From an optimization exercise on the open Yosys and OpenROAD flow, aimed at small area and a short achievable clock period; shortcuts taken in it are not production practice.
Where RTL was checked, it was by simulation tests only, not by an equivalence proof against the original.
No functional check of the RTL was part of run 2.
The clock port is modelled as an ideal driver, which makes a skipped or thinned clock tree look cheaper than it is; a real chip needs a root buffer or a tree.
Power and IR drop assume default switching activity.

## flow/design.v (module list and top-level ports; edited modules follow where they fit)
// module wallace_multiplier_16bit: 1513 lines
// module mul_fa: 4 lines
// module mul_xor: 3 lines
// module mul_ha: 4 lines
// module mul_han: 4 lines
// module mul_xnor: 3 lines
// module mul_or: 3 lines
module wallace_multiplier_16bit(
    input  wire        clk,
    input  wire        rst,
    input  wire [15:0] multiplicand,
    input  wire [15:0] multiplier,
    output reg  [31:0] result
);
  // ...
==> flow/flow/run.sh <==
#!/bin/bash
# Standard ORFS layout (the standard.sh) with these changes:
#  - plain buf_1 cells as the port buffers (buffer_ports picks delay cells by default);
#  - clock tree synthesis without dummy load cells;
set -euo pipefail
export BUFFER_PORTS_ARGS="-buffer_cell sky130_fd_sc_hd__buf_1"
export CTS_ARGS="-sink_clustering_enable -repair_clock_nets -dont_use_dummy_load -sink_clustering_size 12 -sink_clustering_max_diameter 50 -buf_list {sky130_fd_sc_hd__clkbuf_4 sky130_fd_sc_hd__clkbuf_8}"
SKIP_CTS_REPAIR_TIMING=1 SETUP_SLACK_MARGIN=0 bash standard.sh cts > standard_to_cts.log 2>&1
RES=orfs/results/${FLOW_PLATFORM:-sky130hd}/wallace_multiplier_16bit/base R5_MODE=mid \
  openroad -no_init -exit flow/skew.tcl > skew.log 2>&1
SETUP_SLACK_MARGIN=1.3 bash standard.sh > standard_finish.log 2>&1
==> flow/flow/skew.tcl <==
proc insts_matching {pats} {
  set r {}
  foreach i [[ord::get_db_block] getInsts] {
    if {[$i findITerm CLK] eq "NULL"} continue
    foreach p $pats { if {[string match $p [$i getName]]} { lappend r $i; break } }
  }
  return $r
}
proc clk_net_of {inst} { return [[[$inst findITerm CLK] getNet] getName] }
proc busiest_net {insts} {
  set cnt [dict create]
  foreach i $insts { dict incr cnt [clk_net_of $i] }
  set best ""; set bn 0
  dict for {k v} $cnt { if {$v > $bn} { set best $k; set bn $v } }
  return $best
}
proc regroup {name insts src_net cells} {
  # a chain of the given buffer cells from src_net to the clock pins of insts
  set block [ord::get_db_block]
  set sx 0; set sy 0
  foreach i $insts {
    set b [$i getBBox]
    set sx [expr {$sx + ([$b xMin] + [$b xMax]) / 2}]
    set sy [expr {$sy + ([$b yMin] + [$b yMax]) / 2}]
  }
  set n [llength $insts]
  set x [expr {$sx / $n}]; set y [expr {$sy / $n}]
  set prev [$block findNet $src_net]
  set k 0
  foreach cell $cells {
    set inst [odb::dbInst_create $block [[ord::get_db] findMaster $cell] ${name}_$k]
    set net [odb::dbNet_create $block ${name}_${k}_net]
    $net setSigType CLOCK
    [$inst findITerm A] connect $prev
    [$inst findITerm X] connect $net
    $inst setLocation $x $y
    $inst setPlacementStatus PLACED
    set prev $net
    incr k
  }
  set old {}
  foreach i $insts {
    set it [$i findITerm CLK]
    lappend old [[$it getNet] getName]
    $it disconnect
    $it connect $prev
  }
  # drop clock buffers left without loads
  foreach on [lsort -unique $old] {
    set cn [$block findNet $on]
    if {$cn eq "NULL"} continue
    set loads 0
    foreach it [$cn getITerms] { if {[$it isInputSignal]} { incr loads } }
    if {$loads == 0} {
      foreach it [$cn getITerms] { odb::dbInst_destroy [$it getInst] }
      odb::dbNet_destroy $cn
      puts "removed clock net $on, left without loads"
    }
  }
  puts "$name: $cells drive $n clock pins from $src_net"
}
proc driver_input_net {netname} {
  # the net at the input of the buffer that drives netname
  foreach it [[[ord::get_db_block] findNet $netname] getITerms] {
    if {[$it isOutputSignal]} { return [[[[$it getInst] findITerm A] getNet] getName] }
  }
  return ""
}
proc halves_by_x {insts} {
  set l {}
  foreach i $insts { lappend l [list [[$i getBBox] xMin] $i] }
  set l [lsort -integer -index 0 $l]
  set h [expr {[llength $l] / 2}]
  set a {}; set b {}
  foreach e [lrange $l 0 [expr {$h - 1}]] { lappend a [lindex $e 1] }
  foreach e [lrange $l $h end] { lappend b [lindex $e 1] }
  return [list $a $b]
}
proc apply_skew {r5_mode} {
  lassign [halves_by_x [insts_matching {q1_*}]] a b
  regroup ckskew_r1a $a clk sky130_fd_sc_hd__clkbuf_16
  regroup ckskew_r1b $b clk sky130_fd_sc_hd__clkbuf_16
  set r5 [insts_matching {result* vld_n*}]
  set leaf [busiest_net $r5]
  if {$r5_mode eq "leaf"} {
    regroup ckskew_r5 $r5 $leaf sky130_fd_sc_hd__clkbuf_16
  } elseif {$r5_mode eq "mid"} {
    regroup ckskew_r5 $r5 [driver_input_net $leaf] sky130_fd_sc_hd__clkbuf_16
  }
}

set res $::env(RES)
read_db $res/4_cts.odb
apply_skew $::env(R5_MODE)
detailed_placement
check_placement
write_db $res/4_cts.odb
==> flow/standard.sh <==
#!/bin/bash
# synth_recipe.tcl (not shown) runs the flow's synth.tcl, then flattens the netlist and writes it again
# the make line also repeats each setting of config.mk as NAME=value (left out here)
make -C /OpenROAD-flow-scripts/flow DESIGN_CONFIG=/design/flow/config.mk WORK_HOME=/design/flow/orfs CLKGATE_MAP_FILE= SYNTH_SCRIPT=/design/flow/synth_recipe.tcl "${@:-finish}"
==> flow/config.mk <==
export PLATFORM = sky130hd
export DESIGN_NAME = wallace_multiplier_16bit
export DESIGN_NICKNAME = wallace_multiplier_16bit
export VERILOG_FILES = /design/flow/design.v
export SDC_FILE = /design/flow/constraint.sdc
export NUM_CORES = 4
export LEC_CHECK = 0
export CAP_MARGIN = 20
export CORE_MARGIN = 2
export CORE_UTILIZATION = 60
export CTS_BUF_LIST = sky130_fd_sc_hd__clkbuf_4 sky130_fd_sc_hd__clkbuf_8
export CTS_CLUSTER_DIAMETER = 50
export CTS_CLUSTER_SIZE = 12
export SLEW_MARGIN = 20
export SYNTH_HIERARCHICAL = 1
export SYNTH_MINIMUM_KEEP_SIZE = 0
==> flow/constraint.sdc <==
create_clock -name core_clock -period 3.0 [get_ports {clk}]
set_input_delay 0.6000 -clock core_clock [delete_from_list [all_inputs] [get_ports {clk}]]
set_output_delay 0.6000 -clock core_clock [all_outputs]
set_load 0.01 [all_outputs]
==> results.sh, run 1 <==
export IMPL_syn_avg_cell_area_um2=12.6
export IMPL_slowest_delay_ps=390
export IMPL_r2r_start="q1_multiplier_6"
export IMPL_areaGrowthSynthToFinish_pct=9.89
export IMPL_fp_dieW_um=153
export IMPL_final_util=0.672
export IMPL_cap_violations=0
export IMPL_use_met1=0.361
export IMPL_drtIter0Drc=495
export IMPL_synthCells=1063
export IMPL_cts_tree="built"
export IMPL_instances_no_fill=1416
export IMPL_numCtsBuffers=31
export IMPL_comb_power_mw=4.20
export IMPL_crit_path_end_kind="primary output"
export IMPL_place_inst=1374
export IMPL_share_comb_of_total_power=0.323
export IMPL_worst_path_stages=1
export IMPL_fin_area_mm2=0.0147
export IMPL_leakage_nw=5.80
export IMPL_bufAreaShareNonClock=0.0437
export IMPL_p_int_mw=8.87
export IMPL_rrSetupSlack_ps=1290
export IMPL_seqCellArea_mm2=0.00666
export IMPL_syn_area_mm2=0.0134
export IMPL_grt_overflow_total=0
export IMPL_core_rowCount=54
export IMPL_status="finished clean"
export IMPL_place_ws_ps=601
export IMPL_inverters=8
export IMPL_crit_end="result[26]"
export IMPL_r2r_cells=5
export IMPL_drv_slew=0
export IMPL_hold_viol_final=0
export IMPL_clk_share=0.0290
export IMPL_seq_share=0.453
==> inputs of run 2 (changes only) <==
--- a/flow/design.v
+++ b/flow/design.v
@@ -1105,89 +1105,161 @@
 mul_ha u_pp768 (.a(c725), .b(s726), .s(pp768), .co(gg769));
 wire pp770, gg771;
 mul_ha u_pp770 (.a(c727), .b(s728), .s(pp770), .co(gg771));
 wire [21:0] r772;
 wire k773;
 wire a774_g2 = q4_s690 & 1'b1;
 wire a774_p2 = q4_s690 ^ 1'b1;
 wire a774_G0_1 = q4_gg731 | (q4_pp730 & q4_k688);
+wire a774_G0_2 = q4_gg733 | (q4_pp732 & q4_gg731);
+wire a774_P0_2 = q4_pp732 & q4_pp730;
 wire a774_G0_3 = a774_g2 | (a774_p2 & q4_gg733);
 wire a774_P0_3 = a774_p2 & q4_pp732;
+wire a774_G0_4 = q4_gg735 | (q4_pp734 & a774_g2);
+wire a774_P0_4 = q4_pp734 & a774_p2;
 wire a774_G0_5 = q4_gg737 | (q4_pp736 & q4_gg735);
 wire a774_P0_5 = q4_pp736 & q4_pp734;
+wire a774_G0_6 = q4_gg739 | (q4_pp738 & q4_gg737);
+wire a774_P0_6 = q4_pp738 & q4_pp736;
 wire a774_G0_7 = q4_gg741 | (q4_pp740 & q4_gg739);
 wire a774_P0_7 = q4_pp740 & q4_pp738;
+wire a774_G0_8 = q4_gg743 | (q4_pp742 & q4_gg741);
+wire a774_P0_8 = q4_pp742 & q4_pp740;
 wire a774_G0_9 = q4_gg745 | (q4_pp744 & q4_gg743);
 wire a774_P0_9 = q4_pp744 & q4_pp742;
+wire a774_G0_10 = q4_gg747 | (q4_pp746 & q4_gg745);
+wire a774_P0_10 = q4_pp746 & q4_pp744;
 wire a774_G0_11 = q4_gg749 | (q4_pp748 & q4_gg747);
 wire a774_P0_11 = q4_pp748 & q4_pp746;
+wire a774_G0_12 = q4_gg751 | (q4_pp750 & q4_gg749);
+wire a774_P0_12 = q4_pp750 & q4_pp748;
 wire a774_G0_13 = q4_gg753 | (q4_pp752 & q4_gg751);
 wire a774_P0_13 = q4_pp752 & q4_pp750;
+wire a774_G0_14 = q4_gg755 | (q4_pp754 & q4_gg753);
+wire a774_P0_14 = q4_pp754 & q4_pp752;
 wire a774_G0_15 = q4_gg757 | (q4_pp756 & q4_gg755);
 wire a774_P0_15 = q4_pp756 & q4_pp754;
+wire a774_G0_16 = q4_gg759 | (q4_pp758 & q4_gg757);
+wire a774_P0_16 = q4_pp758 & q4_pp756;
 wire a774_G0_17 = q4_gg761 | (q4_pp760 & q4_gg759);
 wire a774_P0_17 = q4_pp760 & q4_pp758;
+wire a774_G0_18 = q4_gg763 | (q4_pp762 & q4_gg761);
+wire a774_P0_18 = q4_pp762 & q4_pp760;
 wire a774_G0_19 = q4_gg765 | (q4_pp764 & q4_gg763);
 wire a774_P0_19 = q4_pp764 & q4_pp762;
+wire a774_G0_20 = q4_gg767 | (q4_pp766 & q4_gg765);
+wire a774_P0_20 = q4_pp766 & q4_pp764;
 wire a774_G0_21 = q4_gg769 | (q4_pp768 & q4_gg767);
 wire a774_P0_21 = q4_pp768 & q4_pp766;
-wire a774_G1_2 = q4_gg733 | (q4_pp732 & a774_G0_1);
+wire a774_G0_22 = q4_gg771 | (q4_pp770 & q4_gg769);
+wire a774_P0_22 = q4_pp770 & q4_pp768;
+wire a774_G1_2 = a774_G0_2 | (a774_P0_2 & q4_k688);
 wire a774_G1_3 = a774_G0_3 | (a774_P0_3 & a774_G0_1);
-wire a774_G1_6 = q4_gg739 | (q4_pp738 & a774_G0_5);
-wire a774_P1_6 = q4_pp738 & a774_P0_5;
+wire a774_G1_4 = a774_G0_4 | (a774_P0_4 & a774_G0_2);
+wire a774_P1_4 = a774_P0_4 & a774_P0_2;
+wire a774_G1_5 = a774_G0_5 | (a774_P0_5 & a774_G0_3);
+wire a774_P1_5 = a774_P0_5 & a774_P0_3;
+wire a774_G1_6 = a774_G0_6 | (a774_P0_6 & a774_G0_4);
+wire a774_P1_6 = a774_P0_6 & a774_P0_4;
 wire a774_G1_7 = a774_G0_7 | (a774_P0_7 & a774_G0_5);
 wire a774_P1_7 = a774_P0_7 & a774_P0_5;
-wire a774_G1_10 = q4_gg747 | (q4_pp746 & a774_G0_9);
-wire a774_P1_10 = q4_pp746 & a774_P0_9;
+wire a774_G1_8 = a774_G0_8 | (a774_P0_8 & a774_G0_6);
+wire a774_P1_8 = a774_P0_8 & a774_P0_6;
+wire a774_G1_9 = a774_G0_9 | (a774_P0_9 & a774_G0_7);
+wire a774_P1_9 = a774_P0_9 & a774_P0_7;
+wire a774_G1_10 = a774_G0_10 | (a774_P0_10 & a774_G0_8);
+wire a774_P1_10 = a774_P0_10 & a774_P0_8;
 wire a774_G1_11 = a774_G0_11 | (a774_P0_11 & a774_G0_9);
 wire a774_P1_11 = a774_P0_11 & a774_P0_9;
-wire a774_G1_14 = q4_gg755 | (q4_pp754 & a774_G0_13);
-wire a774_P1_14 = q4_pp754 & a774_P0_13;
+wire a774_G1_12 = a774_G0_12 | (a774_P0_12 & a774_G0_10);
+wire a774_P1_12 = a774_P0_12 & a774_P0_10;
+wire a774_G1_13 = a774_G0_13 | (a774_P0_13 & a774_G0_11);
+wire a774_P1_13 = a774_P0_13 & a774_P0_11;
+wire a774_G1_14 = a774_G0_14 | (a774_P0_14 & a774_G0_12);
+wire a774_P1_14 = a774_P0_14 & a774_P0_12;
 wire a774_G1_15 = a774_G0_15 | (a774_P0_15 & a774_G0_13);
 wire a774_P1_15 = a774_P0_15 & a774_P0_13;
-wire a774_G1_18 = q4_gg763 | (q4_pp762 & a774_G0_17);
-wire a774_P1_18 = q4_pp762 & a774_P0_17;
+wire a774_G1_16 = a774_G0_16 | (a774_P0_16 & a774_G0_14);
+wire a774_P1_16 = a774_P0_16 & a774_P0_14;
+wire a774_G1_17 = a774_G0_17 | (a774_P0_17 & a774_G0_15);
+wire a774_P1_17 = a774_P0_17 & a774_P0_15;
+wire a774_G1_18 = a774_G0_18 | (a774_P0_18 & a774_G0_16);
+wire a774_P1_18 = a774_P0_18 & a774_P0_16;
 wire a774_G1_19 = a774_G0_19 | (a774_P0_19 & a774_G0_17);
 wire a774_P1_19 = a774_P0_19 & a774_P0_17;
-wire a774_G1_22 = q4_gg771 | (q4_pp770 & a774_G0_21);
-wire a774_P1_22 = q4_pp770 & a774_P0_21;
-wire a774_G2_4 = q4_gg735 | (q4_pp734 & a774_G1_3);
-wire a774_G2_5 = a774_G0_5 | (a774_P0_5 & a774_G1_3);
-wire a774_G2_6 = a774_G1_6 | (a774_P1_6 & a774_G1_3);
+wire a774_G1_20 = a774_G0_20 | (a774_P0_20 & a774_G0_18);
+wire a774_P1_20 = a774_P0_20 & a774_P0_18;
+wire a774_G1_21 = a774_G0_21 | (a774_P0_21 & a774_G0_19);
+wire a774_P1_21 = a774_P0_21 & a774_P0_19;
+wire a774_G1_22 = a774_G0_22 | (a774_P0_22 & a774_G0_20);
+wire a774_P1_22 = a774_P0_22 & a774_P0_20;
+wire a774_G2_4 = a774_G1_4 | (a774_P1_4 & q4_k688);
+wire a774_G2_5 = a774_G1_5 | (a774_P1_5 & a774_G0_1);
+wire a774_G2_6 = a774_G1_6 | (a774_P1_6 & a774_G1_2);
 wire a774_G2_7 = a774_G1_7 | (a774_P1_7 & a774_G1_3);
-wire a774_G2_12 = q4_gg751 | (q4_pp750 & a774_G1_11);
-wire a774_P2_12 = q4_pp750 & a774_P1_11;
-wire a774_G2_13 = a774_G0_13 | (a774_P0_13 & a774_G1_11);
-wire a774_P2_13 = a774_P0_13 & a774_P1_11;
-wire a774_G2_14 = a774_G1_14 | (a774_P1_14 & a774_G1_11);
-wire a774_P2_14 = a774_P1_14 & a774_P1_11;
+wire a774_G2_8 = a774_G1_8 | (a774_P1_8 & a774_G1_4);
+wire a774_P2_8 = a774_P1_8 & a774_P1_4;
+wire a774_G2_9 = a774_G1_9 | (a774_P1_9 & a774_G1_5);
+wire a774_P2_9 = a774_P1_9 & a774_P1_5;
+wire a774_G2_10 = a774_G1_10 | (a774_P1_10 & a774_G1_6);
+wire a774_P2_10 = a774_P1_10 & a774_P1_6;
+wire a774_G2_11 = a774_G1_11 | (a774_P1_11 & a774_G1_7);
+wire a774_P2_11 = a774_P1_11 & a774_P1_7;
+wire a774_G2_12 = a774_G1_12 | (a774_P1_12 & a774_G1_8);
+wire a774_P2_12 = a774_P1_12 & a774_P1_8;
+wire a774_G2_13 = a774_G1_13 | (a774_P1_13 & a774_G1_9);
+wire a774_P2_13 = a774_P1_13 & a774_P1_9;
+wire a774_G2_14 = a774_G1_14 | (a774_P1_14 & a774_G1_10);
+wire a774_P2_14 = a774_P1_14 & a774_P1_10;
 wire a774_G2_15 = a774_G1_15 | (a774_P1_15 & a774_G1_11);
 wire a774_P2_15 = a774_P1_15 & a774_P1_11;
-wire a774_G2_20 = q4_gg767 | (q4_pp766 & a774_G1_19);
-wire a774_P2_20 = q4_pp766 & a774_P1_19;
-wire a774_G2_21 = a774_G0_21 | (a774_P0_21 & a774_G1_19);
-wire a774_P2_21 = a774_P0_21 & a774_P1_19;
-wire a774_G2_22 = a774_G1_22 | (a774_P1_22 & a774_G1_19);
-wire a774_P2_22 = a774_P1_22 & a774_P1_19;
-wire a774_G3_8 = q4_gg743 | (q4_pp742 & a774_G2_7);
-wire a774_G3_9 = a774_G0_9 | (a774_P0_9 & a774_G2_7);
-wire a774_G3_10 = a774_G1_10 | (a774_P1_10 & a774_G2_7);
-wire a774_G3_11 = a774_G1_11 | (a774_P1_11 & a774_G2_7);
-wire a774_G3_12 = a774_G2_12 | (a774_P2_12 & a774_G2_7);
-wire a774_G3_13 = a774_G2_13 | (a774_P2_13 & a774_G2_7);
-wire a774_G3_14 = a774_G2_14 | (a774_P2_14 & a774_G2_7);
+wire a774_G2_16 = a774_G1_16 | (a774_P1_16 & a774_G1_12);
+wire a774_P2_16 = a774_P1_16 & a774_P1_12;
+wire a774_G2_17 = a774_G1_17 | (a774_P1_17 & a774_G1_13);
+wire a774_P2_17 = a774_P1_17 & a774_P1_13;
+wire a774_G2_18 = a774_G1_18 | (a774_P1_18 & a774_G1_14);
+wire a774_P2_18 = a774_P1_18 & a774_P1_14;
+wire a774_G2_19 = a774_G1_19 | (a774_P1_19 & a774_G1_15);
+wire a774_P2_19 = a774_P1_19 & a774_P1_15;
+wire a774_G2_20 = a774_G1_20 | (a774_P1_20 & a774_G1_16);
+wire a774_P2_20 = a774_P1_20 & a774_P1_16;
+wire a774_G2_21 = a774_G1_21 | (a774_P1_21 & a774_G1_17);
+wire a774_P2_21 = a774_P1_21 & a774_P1_17;
+wire a774_G2_22 = a774_G1_22 | (a774_P1_22 & a774_G1_18);
+wire a774_P2_22 = a774_P1_22 & a774_P1_18;
+wire a774_G3_8 = a774_G2_8 | (a774_P2_8 & q4_k688);
+wire a774_G3_9 = a774_G2_9 | (a774_P2_9 & a774_G0_1);
+wire a774_G3_10 = a774_G2_10 | (a774_P2_10 & a774_G1_2);
+wire a774_G3_11 = a774_G2_11 | (a774_P2_11 & a774_G1_3);
+wire a774_G3_12 = a774_G2_12 | (a774_P2_12 & a774_G2_4);
+wire a774_G3_13 = a774_G2_13 | (a774_P2_13 & a774_G2_5);
+wire a774_G3_14 = a774_G2_14 | (a774_P2_14 & a774_G2_6);
 wire a774_G3_15 = a774_G2_15 | (a774_P2_15 & a774_G2_7);
-wire a774_G4_16 = q4_gg759 | (q4_pp758 & a774_G3_15);
-wire a774_G4_17 = a774_G0_17 | (a774_P0_17 & a774_G3_15);
-wire a774_G4_18 = a774_G1_18 | (a774_P1_18 & a774_G3_15);
-wire a774_G4_19 = a774_G1_19 | (a774_P1_19 & a774_G3_15);
-wire a774_G4_20 = a774_G2_20 | (a774_P2_20 & a774_G3_15);
-wire a774_G4_21 = a774_G2_21 | (a774_P2_21 & a774_G3_15);
-wire a774_G4_22 = a774_G2_22 | (a774_P2_22 & a774_G3_15);
+wire a774_G3_16 = a774_G2_16 | (a774_P2_16 & a774_G2_8);
+wire a774_P3_16 = a774_P2_16 & a774_P2_8;
+wire a774_G3_17 = a774_G2_17 | (a774_P2_17 & a774_G2_9);
+wire a774_P3_17 = a774_P2_17 & a774_P2_9;
+wire a774_G3_18 = a774_G2_18 | (a774_P2_18 & a774_G2_10);
+wire a774_P3_18 = a774_P2_18 & a774_P2_10;
+wire a774_G3_19 = a774_G2_19 | (a774_P2_19 & a774_G2_11);
+wire a774_P3_19 = a774_P2_19 & a774_P2_11;
+wire a774_G3_20 = a774_G2_20 | (a774_P2_20 & a774_G2_12);
+wire a774_P3_20 = a774_P2_20 & a774_P2_12;
+wire a774_G3_21 = a774_G2_21 | (a774_P2_21 & a774_G2_13);
+wire a774_P3_21 = a774_P2_21 & a774_P2_13;
+wire a774_G3_22 = a774_G2_22 | (a774_P2_22 & a774_G2_14);
+wire a774_P3_22 = a774_P2_22 & a774_P2_14;
+wire a774_G4_16 = a774_G3_16 | (a774_P3_16 & q4_k688);
+wire a774_G4_17 = a774_G3_17 | (a774_P3_17 & a774_G0_1);
+wire a774_G4_18 = a774_G3_18 | (a774_P3_18 & a774_G1_2);
+wire a774_G4_19 = a774_G3_19 | (a774_P3_19 & a774_G1_3);
+wire a774_G4_20 = a774_G3_20 | (a774_P3_20 & a774_G2_4);
+wire a774_G4_21 = a774_G3_21 | (a774_P3_21 & a774_G2_5);
+wire a774_G4_22 = a774_G3_22 | (a774_P3_22 & a774_G2_6);
 mul_xor u_a774_x0 (.a(q4_pp730), .b(q4_k688), .y(r772[0]));
 mul_xor u_a774_x1 (.a(q4_pp732), .b(a774_G0_1), .y(r772[1]));
 mul_xor u_a774_x2 (.a(a774_p2), .b(a774_G1_2), .y(r772[2]));
 mul_xor u_a774_x3 (.a(q4_pp734), .b(a774_G1_3), .y(r772[3]));
 mul_xor u_a774_x4 (.a(q4_pp736), .b(a774_G2_4), .y(r772[4]));
 mul_xor u_a774_x5 (.a(q4_pp738), .b(a774_G2_5), .y(r772[5]));
 mul_xor u_a774_x6 (.a(q4_pp740), .b(a774_G2_6), .y(r772[6]));
 mul_xor u_a774_x7 (.a(q4_pp742), .b(a774_G2_7), .y(r772[7]));
==> flow/flow/run.sh (replaced) <==
#!/bin/bash
# Standard ORFS layout (the standard.sh) with these changes:
#  - plain buf_1 cells as the port buffers (buffer_ports picks delay cells by default);
#  - clock tree synthesis without dummy load cells;
set -euo pipefail
export BUFFER_PORTS_ARGS="-buffer_cell sky130_fd_sc_hd__buf_1"
export CTS_ARGS="-sink_clustering_enable -repair_clock_nets -dont_use_dummy_load -sink_clustering_size 12 -sink_clustering_max_diameter 50 -buf_list {sky130_fd_sc_hd__clkbuf_4 sky130_fd_sc_hd__clkbuf_8}"
SKIP_CTS_REPAIR_TIMING=1 SETUP_SLACK_MARGIN=0 bash standard.sh cts > standard_to_cts.log 2>&1
RES=orfs/results/${FLOW_PLATFORM:-sky130hd}/wallace_multiplier_16bit/base R5_MODE=none \
  openroad -no_init -exit flow/skew.tcl > skew.log 2>&1
SETUP_SLACK_MARGIN=1.3 bash standard.sh > standard_finish.log 2>&1
--- a/flow/flow/skew.tcl
+++ b/flow/flow/skew.tcl
@@ -80,17 +80,17 @@
   lassign [halves_by_x [insts_matching {q1_*}]] a b
   regroup ckskew_r1a $a clk sky130_fd_sc_hd__clkbuf_16
   regroup ckskew_r1b $b clk sky130_fd_sc_hd__clkbuf_16
   set r5 [insts_matching {result* vld_n*}]
   set leaf [busiest_net $r5]
   if {$r5_mode eq "leaf"} {
     regroup ckskew_r5 $r5 $leaf sky130_fd_sc_hd__clkbuf_16
   } elseif {$r5_mode eq "mid"} {
-    regroup ckskew_r5 $r5 [driver_input_net $leaf] sky130_fd_sc_hd__clkbuf_16
+    regroup ckskew_r5 $r5 [driver_input_net $leaf] {sky130_fd_sc_hd__clkbuf_2 sky130_fd_sc_hd__clkbuf_16}
   }
 }
 
 set res $::env(RES)
 read_db $res/4_cts.odb
 apply_skew $::env(R5_MODE)
 detailed_placement
 check_placement
==> run 2 against run 1 <==
  * Final area is 2.5% higher
  * Via count is 5.5% higher
  * Clock power up 3%
  * First-iteration DRC count is 7.1% higher
  * Routed wire length rose by 2.3%
  * Worst hold slack worse by 2.9 ps
  * Area after synthesis rose by 1.4%
  * Utilization about the same
  * Flip-flop and latch count did not move
  * Critical path type is now reg -> reg
  * Critical endpoint is now result[26]
  * Largest cell class is now multi-input gates
==> results.sh, run 2 <==
export IMPL_portBuffers=65
export IMPL_gp_congestion=0.904
export IMPL_powerDensity_mw_per_mm2=893
export IMPL_top_layer="met5"
export IMPL_hold_viol_final=0
export IMPL_wirelength_um=26200
export IMPL_grt_pass1_vias=7771
export IMPL_vias=7601
export IMPL_skew_ps=424
export IMPL_areaGrowthSynthToFinish_pct=11.0
export IMPL_leakage_nw=5.87
export IMPL_cp_max_fo=4
export IMPL_firstDrtPassIters=6
export IMPL_cpMaxStageDelayCell="or4_1"
export IMPL_vias_per_cell=5.15
export IMPL_drc_errors=0
export IMPL_drv_slew=0
export IMPL_syn_avg_cell_area_um2=12.3
export IMPL_worstMarginPinSlew_ps=529
export IMPL_antenna_found_initial=2
export IMPL_track_usage=0.231
export IMPL_crit_chain="a21o_1 > a311oi_4 > o21ai_2 > nor4b_4 > or4_1 > xor2_1 > nor2_1"
export IMPL_wl_per_cell_um=17.8
export IMPL_clock_sinks=320
export IMPL_peakVddDrop_mv=0.729
export IMPL_hpwlAfterDp_um=19900
export IMPL_rsz0062_at_grt="true"
export IMPL_grt_overflow_total=0
export IMPL_setup_viol=0
export IMPL_coreArea_mm2=0.0224
export IMPL_top_register="result"
export IMPL_fin_ws_ps=932
export IMPL_ios=66
export IMPL_syn_area_mm2=0.0136
export IMPL_synth_fp_nets=1357
export IMPL_drt_met1_wl_um=12700
export IMPL_critPathBufInv=0
export IMPL_hold_slack_ps=91.5
export IMPL_fillCellCount=1697
export IMPL_largest_reg_flops=32
export IMPL_wl_met3_um=2050
export IMPL_finalNetCount=1448
export IMPL_required_ps=3380
export IMPL_die_height_um=154
export IMPL_crit_path_end_kind="flop"
export IMPL_yosysWarnings=7
export IMPL_finalPower_mw=13.5
export IMPL_cap_violations=0
export IMPL_fp_dieW_um=154
export IMPL_period_needed_ps=2070
export IMPL_clock_latency_ps=560
export IMPL_die_area_mm2=0.0239
export IMPL_arrival_ps=2450
export IMPL_slowest_delay_ps=480
export IMPL_layout_common_cells="267 x nand2_1, 247 x dfxtp_1, 187 x fa_1"
export IMPL_multi_input_area_mm2=0.00679
export IMPL_seqCellArea_mm2=0.00668
export IMPL_final_common_cell="nand2_1"
export IMPL_ant_nets=0
export IMPL_drtIter0Drc=530
export IMPL_finalCritPeriodShare=0.689
export IMPL_critPathKind="reg -> reg"
export IMPL_place_ws_ps=649
export IMPL_min_path_type="in -> async"
export IMPL_drive_gt1_frac=0.134
export IMPL_tns_ps=0
export IMPL_grt_pass1_wl_um=42000
export IMPL_path_clk_slew_ps=70
export IMPL_slew_headroom=0.647
export IMPL_critPathTopFamily="compound AO/OA/AOI/OAI gates"
export IMPL_synthCells=1100
export IMPL_status="finished clean"
export IMPL_dr_wl_met2_um=10900
export IMPL_fmax_mhz=483
export IMPL_cp_start_kind="flop"
export IMPL_grt_max_degree=37
export IMPL_start_util=0.606
export IMPL_reg_top3="result x32, vld_n x4"
export IMPL_core_rowCount=55
run 2: changes by cell type in the layout (fill, tap and decap cells not counted), sizes merged, moves of 3 or more:
cell    delta
buf       +36
clkbuf    -19
a21oi     +13
nand2      +8
inv        +7
nand4      +4
a21o       -3
nand3      +3
run 2: through the flow:
| stage | cell area, um2 | cells | util |
|---|---|---|---|
| after CTS | 14700 | 1452 | 0.653 |
| after global routing | 15100 | 1474 | 0.672 |
| after global placement | 14200 | 1417 | 0.632 |
| final | 15100 | 1475 | 0.672 |
| after detailed placement | 14200 | 1417 | 0.632 |
| after floorplan | 13600 | 1100 | - |
run 2: area by class of cell:
type,count,area share
well taps,285,0.0236
inverters,15,0.00373
multi-input cells,701,0.450
plain buffers,2,0.00332
flip-flops and latches,320,0.443
clock buffers,34,0.0310
diodes,1,0.000166
repair buffers,117,0.0450
run 2: worst paths after layout:
kind	start	endpoint	slack, ps	cells after the start
setup / recovery	q4_k688	result[26]	930	7
hold / removal	rst	result[9]	90	3
setup reg to reg	q4_k688	result[26]	930	7
hold reg to reg	q1_multiplier_14	q2_s516	230	2
max in group asynchronous	rst	result[31]	2570	3
min in group core_clock	q1_multiplier_14	q2_s516	230	2
run 2: tightest hold or removal path, stage by stage:
cell	delay [ps]
buf_1	70
inv_1	40
buf_4	360
run 2: layer usage:
metal | vias to the layer above | global-route usage
met4 | 2 | 0.0644
met1 | 3742 | 0.354
met3 | 46 | 0.0591
met2 | 282 | 0.331
met5 | - | 0
li1 | 3529 | -
run 2: power breakdown:
part	internal (mW)	leakage, nW	switching, mW
clock network	1.13	0.269	1.33
logic	2.24	2.76	2.27
registers	5.65	2.84	0.846

==> what the ideal ports hide <==
The flow's constraints put no driver on any port. The routed layouts listed below were extracted and timed again, unchanged, in two steps.
Step 1 (the two cells are an assumption about what drives the block):
set clk [get_ports {clk}]
set_driving_cell -lib_cell sky130_fd_sc_hd__clkbuf_16 $clk
set_driving_cell -lib_cell sky130_fd_sc_hd__buf_2 [delete_from_list [all_inputs] $clk]
Step 2, shift: input delay + t, output delay - t, t = (earliest + latest rising clock arrival at the registers) / 2. This alone moves slack from input paths to output paths.
Three values: ideal ports, drivers, drivers and shift; two values: the first two.
run | t, ns | setup slack, ns | clock arrival spread, ns | cell pins on the clock port's net
run 1 | 0.433 | 1.279 / 1.217 / 1.292 | 0.478 / 0.478 | 3
run 2 | 0.406 | 0.932 / 0.932 / 0.932 | 0.424 / 0.424 | 3
Clock arrivals are far apart in run 1 and run 2, so t is only a midpoint there and step 2 fits no single register.
